Background: an optimization exercise with open tools, aiming at small area and a short achievable clock period. Do not read the settings as production practice.
In this exercise RTL edits were held to simulation tests only and were not proved equivalent to the original.
The flow treats the clock pin as an ideal source. Dropping or thinning the clock tree relies on that and would not hold on a real chip.
No activity file was given, so power comes from the tool's default toggle rates.

job 145:
## sorter_top
module sorter_top (clk, keys, sorted, guard);
    input         clk;
    input  [63:0] keys;
    output [63:0] sorted;
    output        guard;
    reg  [63:0] kin;
    reg  [63:0] sorted;
    reg         guard;
    wire [63:0] v;
    wire        g;
    Sorter u_sorter (.clk(clk), .rst_n(1'b1), .guard(g), .value(v), .reg_0(kin));
    always @(posedge clk) begin
        kin    <= keys;
        sorted <= v;
        guard  <= g;
    end
endmodule
Settings: LEC_CHECK=0, CAP_MARGIN=20, CORE_MARGIN=2, CORE_UTILIZATION=40, SLEW_MARGIN=20; clock period 18.0 ns.
standard.sh (not shown) runs the stock make flow with config.mk's settings and CLKGATE_MAP_FILE= SYNTH_SCRIPT=/design/flow/synth_recipe.tcl, a recipe that flattens the netlist after the stock synthesis.
==> flow/flow/run.sh <==
#!/bin/bash
# Own layout flow: the standard ORFS flow (standard.sh), except that
#  - synthesis maps the logic with an area-oriented ABC script (flow/area.abc);
#  - ports are buffered with buf_1;
#  - the clock tree is one level of four clkbuf_16 (flow/own_cts.tcl) instead of TritonCTS.
set -euo pipefail
W=$(pwd)
F=$W/flow
cat > $W/own_synth.tcl <<TCL
proc abc {args} {
  set i [lsearch -exact \$args -script]
  if {\$i >= 0} { lset args [expr {\$i + 1}] $F/area.abc }
  yosys abc {*}\$args
}
source $W/synth_recipe.tcl
TCL
bash standard.sh SYNTH_SCRIPT=$W/own_synth.tcl synth > $W/own_synth.log 2>&1
bash standard.sh "BUFFER_PORTS_ARGS=-buffer_cell sky130_fd_sc_hd__buf_1" "PRE_CTS_TCL=$F/own_cts.tcl" SETUP_SLACK_MARGIN=13.8 > $W/own_layout.log 2>&1
==> flow/flow/own_cts.tcl <==
# Sourced by ORFS's cts.tcl (PRE_CTS_TCL). Replaces TritonCTS with a one-level clock tree:
# the clock port drives four clkbuf_16, each driving a quarter of the flip-flops, grouped
# by location so that the four groups have equal loads and short wires.
proc own_clock_tree {nb} {
  set db [ord::get_db]
  set block [ord::get_db_block]
  set clknet [$block findNet clk]
  set master [$db findMaster sky130_fd_sc_hd__clkbuf_16]
  set sinks {}
  foreach it [$clknet getITerms] {
    set inst [$it getInst]
    set loc [$inst getLocation]
    lappend sinks [list $it [lindex $loc 0] [lindex $loc 1]]
  }
  # split by x into halves, then each half by y into nb/2 groups
  set sinks [lsort -integer -index 1 $sinks]
  set n [llength $sinks]
  set half [expr {$n / 2}]
  set groups {}
  foreach part [list [lrange $sinks 0 [expr {$half - 1}]] [lrange $sinks $half end]] {
    set part [lsort -integer -index 2 $part]
    set m [llength $part]
    set k [expr {$nb / 2}]
    for {set g 0} {$g < $k} {incr g} {
      lappend groups [lrange $part [expr {$g * $m / $k}] [expr {($g + 1) * $m / $k - 1}]]
    }
  }
  set i 0
  foreach grp $groups {
    set sx 0; set sy 0
    foreach s $grp { incr sx [lindex $s 1]; incr sy [lindex $s 2] }
    set cx [expr {$sx / [llength $grp]}]; set cy [expr {$sy / [llength $grp]}]
    set buf [odb::dbInst_create $block $master clkbuf_own_$i]
    set net [odb::dbNet_create $block clknet_own_$i]
    $net setSigType CLOCK
    [$buf findITerm A] connect $clknet
    [$buf findITerm X] connect $net
    foreach s $grp { set it [lindex $s 0]; $it disconnect; $it connect $net }
    $buf setLocation $cx $cy
    $buf setPlacementStatus PLACED
    incr i
  }
}

proc clock_tree_synthesis {args} {
  own_clock_tree 4
  set_propagated_clock [all_clocks]
}
Other scripts of this flow, unchanged in this note and not shown: flow/flow/area.abc
In summary, job 145 completed successfully, with a layout that passed the timing, DRC and antenna checks.
Edits applied to the flow inputs when going from job 145 to job 7224:
==> flow/flow/run.sh <==
#!/bin/bash
# Own layout flow: the standard ORFS flow, except that synthesis maps the logic with an
# area-oriented ABC script (flow/area.abc) and ports are buffered with buf_1.
set -euo pipefail
W=$(pwd)
F=$W/flow
cat > $W/own_synth.tcl <<TCL
proc abc {args} {
  set i [lsearch -exact \$args -script]
  if {\$i >= 0} { lset args [expr {\$i + 1}] $F/area.abc }
  yosys abc {*}\$args
}
source $W/synth_recipe.tcl
TCL
bash standard.sh SYNTH_SCRIPT=$W/own_synth.tcl synth > $W/own_synth.log 2>&1
bash standard.sh "BUFFER_PORTS_ARGS=-buffer_cell sky130_fd_sc_hd__buf_1" > $W/own_layout.log 2>&1
removed: flow/flow/own_cts.tcl
--- outcome ---
Job 7224 against job 145: highest clock frequency the design can meet -5.0%, fraction of area in registers decreased 0.71 points.
Diff job 145 -> job 7224: number of global-route vias before repair higher, global-route usage over all layers higher.
--- input diff job 7224..job 4410 ---
--- a/flow/flow/run.sh
+++ b/flow/flow/run.sh
@@ -2,2 +2,4 @@
-# Own layout flow: the standard ORFS flow, except that synthesis maps the logic with an
-# area-oriented ABC script (flow/area.abc) and ports are buffered with buf_1.
+# Own layout flow: the standard ORFS flow (standard.sh), except that
+#  - synthesis maps the logic with an area-oriented ABC script (flow/area.abc);
+#  - ports are buffered with buf_1;
+#  - the clock tree is one level of four clkbuf_16 (flow/own_cts.tcl) instead of TritonCTS.
@@ -16 +18 @@
-bash standard.sh "BUFFER_PORTS_ARGS=-buffer_cell sky130_fd_sc_hd__buf_1" > $W/own_layout.log 2>&1
+bash standard.sh "BUFFER_PORTS_ARGS=-buffer_cell sky130_fd_sc_hd__buf_1" "PRE_CTS_TCL=$F/own_cts.tcl" > $W/own_layout.log 2>&1
==> flow/flow/own_cts.tcl (new file) <==
# Sourced by ORFS's cts.tcl (PRE_CTS_TCL). Replaces TritonCTS with a one-level clock tree:
# the clock port drives four clkbuf_16, each driving a quarter of the flip-flops, grouped
# by location so that the four groups have equal loads and short wires.
proc own_clock_tree {nb} {
  set db [ord::get_db]
  set block [ord::get_db_block]
  set clknet [$block findNet clk]
  set master [$db findMaster sky130_fd_sc_hd__clkbuf_16]
  set sinks {}
  foreach it [$clknet getITerms] {
    set inst [$it getInst]
    set loc [$inst getLocation]
    lappend sinks [list $it [lindex $loc 0] [lindex $loc 1]]
  }
  # split by x into halves, then each half by y into nb/2 groups
  set sinks [lsort -integer -index 1 $sinks]
  set n [llength $sinks]
  set half [expr {$n / 2}]
  set groups {}
  foreach part [list [lrange $sinks 0 [expr {$half - 1}]] [lrange $sinks $half end]] {
    set part [lsort -integer -index 2 $part]
    set m [llength $part]
    set k [expr {$nb / 2}]
    for {set g 0} {$g < $k} {incr g} {
      lappend groups [lrange $part [expr {$g * $m / $k}] [expr {($g + 1) * $m / $k - 1}]]
    }
  }
  set i 0
  foreach grp $groups {
    set sx 0; set sy 0
    foreach s $grp { incr sx [lindex $s 1]; incr sy [lindex $s 2] }
    set cx [expr {$sx / [llength $grp]}]; set cy [expr {$sy / [llength $grp]}]
    set buf [odb::dbInst_create $block $master clkbuf_own_$i]
    set net [odb::dbNet_create $block clknet_own_$i]
    $net setSigType CLOCK
    [$buf findITerm A] connect $clknet
    [$buf findITerm X] connect $net
    foreach s $grp { set it [lindex $s 0]; $it disconnect; $it connect $net }
    $buf setLocation $cx $cy
    $buf setPlacementStatus PLACED
    incr i
  }
}

proc clock_tree_synthesis {args} {
  own_clock_tree 4
  set_propagated_clock [all_clocks]
}
--- outcome ---
Both conditions hold for job 4410: the flow ran to the end and the final layout passed the timing, DRC and antenna checks.
Against job 7224, routed via count in job 4410 fell slightly.
Taking job 7224 as the reference, in job 4410 peak supply drop -about 19%, die area closely matched the old numbers, post-route standard cell area excluding fillers down 3.6%.
Looking at utilization after layout, job 4410 sits 1.7 points lower than job 7224 does.
Job 4410: final cell count 25 below job 7224
Combinational gate power of job 7224 is on par with job 4410.
Relative to job 7224, total power has decreased by 23% in job 4410.
Job 4410 vs job 7224 — design internal power dropped by more than 10%
Reported for job 7224 and job 4410, number of synthesized flops with an enable pin turned out identical to the last digit.
In job 145 and job 4410 the design's own scripts or RTL, not TritonCTS, make the clock network.

Setup of job 101:
sorter_top again, from the RTL that the note above started with.
clock: 18.0 ns
lec_check: 0
cap_margin: 20
core_margin: 2
core_utilization: 50
slew_margin: 20
==> flow/flow/run.sh <==
#!/bin/bash
# Own layout flow: the standard ORFS flow (standard.sh), except that
#  - synthesis maps the logic with an area-oriented ABC script (flow/area.abc);
#  - ports are buffered with buf_1;
#  - the clock tree is two levels (4 clkbuf_8, then 8 clkbuf_16) (flow/own_cts.tcl) instead of TritonCTS.
set -euo pipefail
W=$(pwd)
F=$W/flow
cat > $W/own_synth.tcl <<TCL
proc abc {args} {
  set i [lsearch -exact \$args -script]
  if {\$i >= 0} { lset args [expr {\$i + 1}] $F/area.abc }
  yosys abc {*}\$args
}
source $W/synth_recipe.tcl
TCL
bash standard.sh SYNTH_SCRIPT=$W/own_synth.tcl synth > $W/own_synth.log 2>&1
bash standard.sh "BUFFER_PORTS_ARGS=-buffer_cell sky130_fd_sc_hd__buf_1" "PRE_CTS_TCL=$F/own_cts.tcl" SETUP_SLACK_MARGIN=13.9 > $W/own_layout.log 2>&1
==> flow/flow/own_cts.tcl <==
# Sourced by ORFS's cts.tcl (PRE_CTS_TCL). Replaces TritonCTS with a balanced two-level clock
# tree: the clock port drives four clkbuf_8, each of which drives two clkbuf_16, each of which
# drives one eighth of the flip-flops (16), grouped by location.

# Split items {obj x y} into n groups of equal size: halves by x, then each half by y.
proc own_split {items n} {
  set items [lsort -integer -index 1 $items]
  set m [llength $items]
  set h [expr {$m / 2}]
  set k [expr {$n / 2}]
  set groups {}
  foreach part [list [lrange $items 0 [expr {$h - 1}]] [lrange $items $h end]] {
    set part [lsort -integer -index 2 $part]
    set p [llength $part]
    for {set g 0} {$g < $k} {incr g} {
      lappend groups [lrange $part [expr {$g * $p / $k}] [expr {($g + 1) * $p / $k - 1}]]
    }
  }
  return $groups
}

proc own_centroid {grp} {
  set sx 0; set sy 0
  foreach s $grp { incr sx [lindex $s 1]; incr sy [lindex $s 2] }
  return [list [expr {$sx / [llength $grp]}] [expr {$sy / [llength $grp]}]]
}

# Create a buffer of master at (x, y) driving a new net; its input joins net in.
proc own_buffer {name master in x y} {
  set block [ord::get_db_block]
  set buf [odb::dbInst_create $block $master $name]
  set net [odb::dbNet_create $block net_$name]
  $net setSigType CLOCK
  [$buf findITerm A] connect $in
  [$buf findITerm X] connect $net
  $buf setLocation $x $y
  $buf setPlacementStatus PLACED
  return $net
}

proc own_clock_tree {} {
  set db [ord::get_db]
  set block [ord::get_db_block]
  set clknet [$block findNet clk]
  set leafm [$db findMaster sky130_fd_sc_hd__clkbuf_16]
  set rootm [$db findMaster sky130_fd_sc_hd__clkbuf_8]
  set sinks {}
  foreach it [$clknet getITerms] {
    set loc [[$it getInst] getLocation]
    lappend sinks [list $it [lindex $loc 0] [lindex $loc 1]]
  }
  # Eight leaf groups: x halves, each cut into four by y; consecutive pairs share a root.
  set leaves [own_split $sinks 8]
  for {set r 0} {$r < 4} {incr r} {
    set pair [lrange $leaves [expr {2 * $r}] [expr {2 * $r + 1}]]
    set c0 [own_centroid [lindex $pair 0]]
    set c1 [own_centroid [lindex $pair 1]]
    set rx [expr {([lindex $c0 0] + [lindex $c1 0]) / 2}]
    set ry [expr {([lindex $c0 1] + [lindex $c1 1]) / 2}]
    set rnet [own_buffer clkroot_own_$r $rootm $clknet $rx $ry]
    foreach grp $pair c [list $c0 $c1] l {0 1} {
      set lnet [own_buffer clkleaf_own_${r}_$l $leafm $rnet [lindex $c 0] [lindex $c 1]]
      foreach s $grp { set it [lindex $s 0]; $it disconnect; $it connect $lnet }
    }
  }
}

proc clock_tree_synthesis {args} {
  own_clock_tree
  set_propagated_clock [all_clocks]
}
Other scripts of this flow, unchanged in this note and not shown: flow/flow/area.abc
### job 101 -> job 102
# job 101
export LEC_CHECK = 0
export CAP_MARGIN = 20
export CORE_MARGIN = 2
export CORE_UTILIZATION = 50
export SLEW_MARGIN = 20
create_clock -name core_clock -period 18.0 [get_ports {clk}]
# job 102
export LEC_CHECK = 0
export CAP_MARGIN = 20
export CORE_MARGIN = 2
export CORE_UTILIZATION = 55
export SLEW_MARGIN = 20
create_clock -name core_clock -period 18.0 [get_ports {clk}]
-- flow/flow/run.sh --
<<< job 101, line 5
#  - the clock tree is two levels (4 clkbuf_8, then 8 clkbuf_16) (flow/own_cts.tcl) instead of TritonCTS.
>>> job 102, line 5
#  - the clock tree is two levels (4 clkbuf_16, then 8 clkbuf_16) (flow/own_cts.tcl) instead of TritonCTS.
-- flow/flow/own_cts.tcl --
<<< job 101, line 2
# tree: the clock port drives four clkbuf_8, each of which drives two clkbuf_16, each of which
>>> job 102, line 2
# tree: the clock port drives four clkbuf_16, each of which drives two more clkbuf_16, each of which
<<< job 101, line 46
  set rootm [$db findMaster sky130_fd_sc_hd__clkbuf_8]
>>> job 102, line 46
  set rootm [$db findMaster sky130_fd_sc_hd__clkbuf_16]
==> comparison <==
Delta (job 102 minus job 101): routed metal-1 wirelength went down, footprint of the multi-input gates went up.
Between job 101 and job 102, the power is higher for job 102.
The run showing the smaller routed length on met2 is job 102.
Delta (job 102 minus job 101): routed wire length shrank by 1400 um; number of filler instances in the final layout decreased about 15%.
In the metrics for job 101 and job 102, the one carrying the higher sequential share of cell area is job 101.
Sort job 101 and job 102 by area growth from synthesis to layout, descending, and job 102 comes first.
No run of this note takes its clock network from TritonCTS; it comes from the design's own scripts or RTL.

## re-timing with driven ports
No port has a modelled driver above. Below, the same layouts with a new extraction and two added sets of constraints.
Step 1: set_driving_cell puts a clkbuf_16 on clk and a buf_2 on each other input, an assumption about the parent block.
Step 2 adds t to the input delays and takes it off the output delays; t is the mean of the earliest and latest rising clock arrival at the registers after step 1. Input paths then give back, and output paths get back, about the clock's delay inside the block.
Three values: ideal ports, drivers, drivers and shift; two values: the first two.
run	shift t [ns]	setup WS [ns]	hold WS [ns]	worst register clock-pin slew, ns
job 145	0.301	13.703 / 13.639 / 13.703	1.024 / 1.024 / 1.024	0.12 / 0.12
job 7224	0.493	13.478 / 13.424 / 13.580	1.014 / 1.014 / 1.014	0.07 / 0.08
job 4410	0.302	13.474 / 13.474 / 13.474	1.016 / 1.016 / 1.016	0.12 / 0.12
job 101	0.395	13.641 / 13.535 / 13.798	0.997 / 0.997 / 0.997	0.08 / 0.08
job 102	0.384	13.669 / 13.557 / 13.687	0.972 / 0.973 / 0.973	0.09 / 0.09
After both steps every run listed still meets setup and hold.
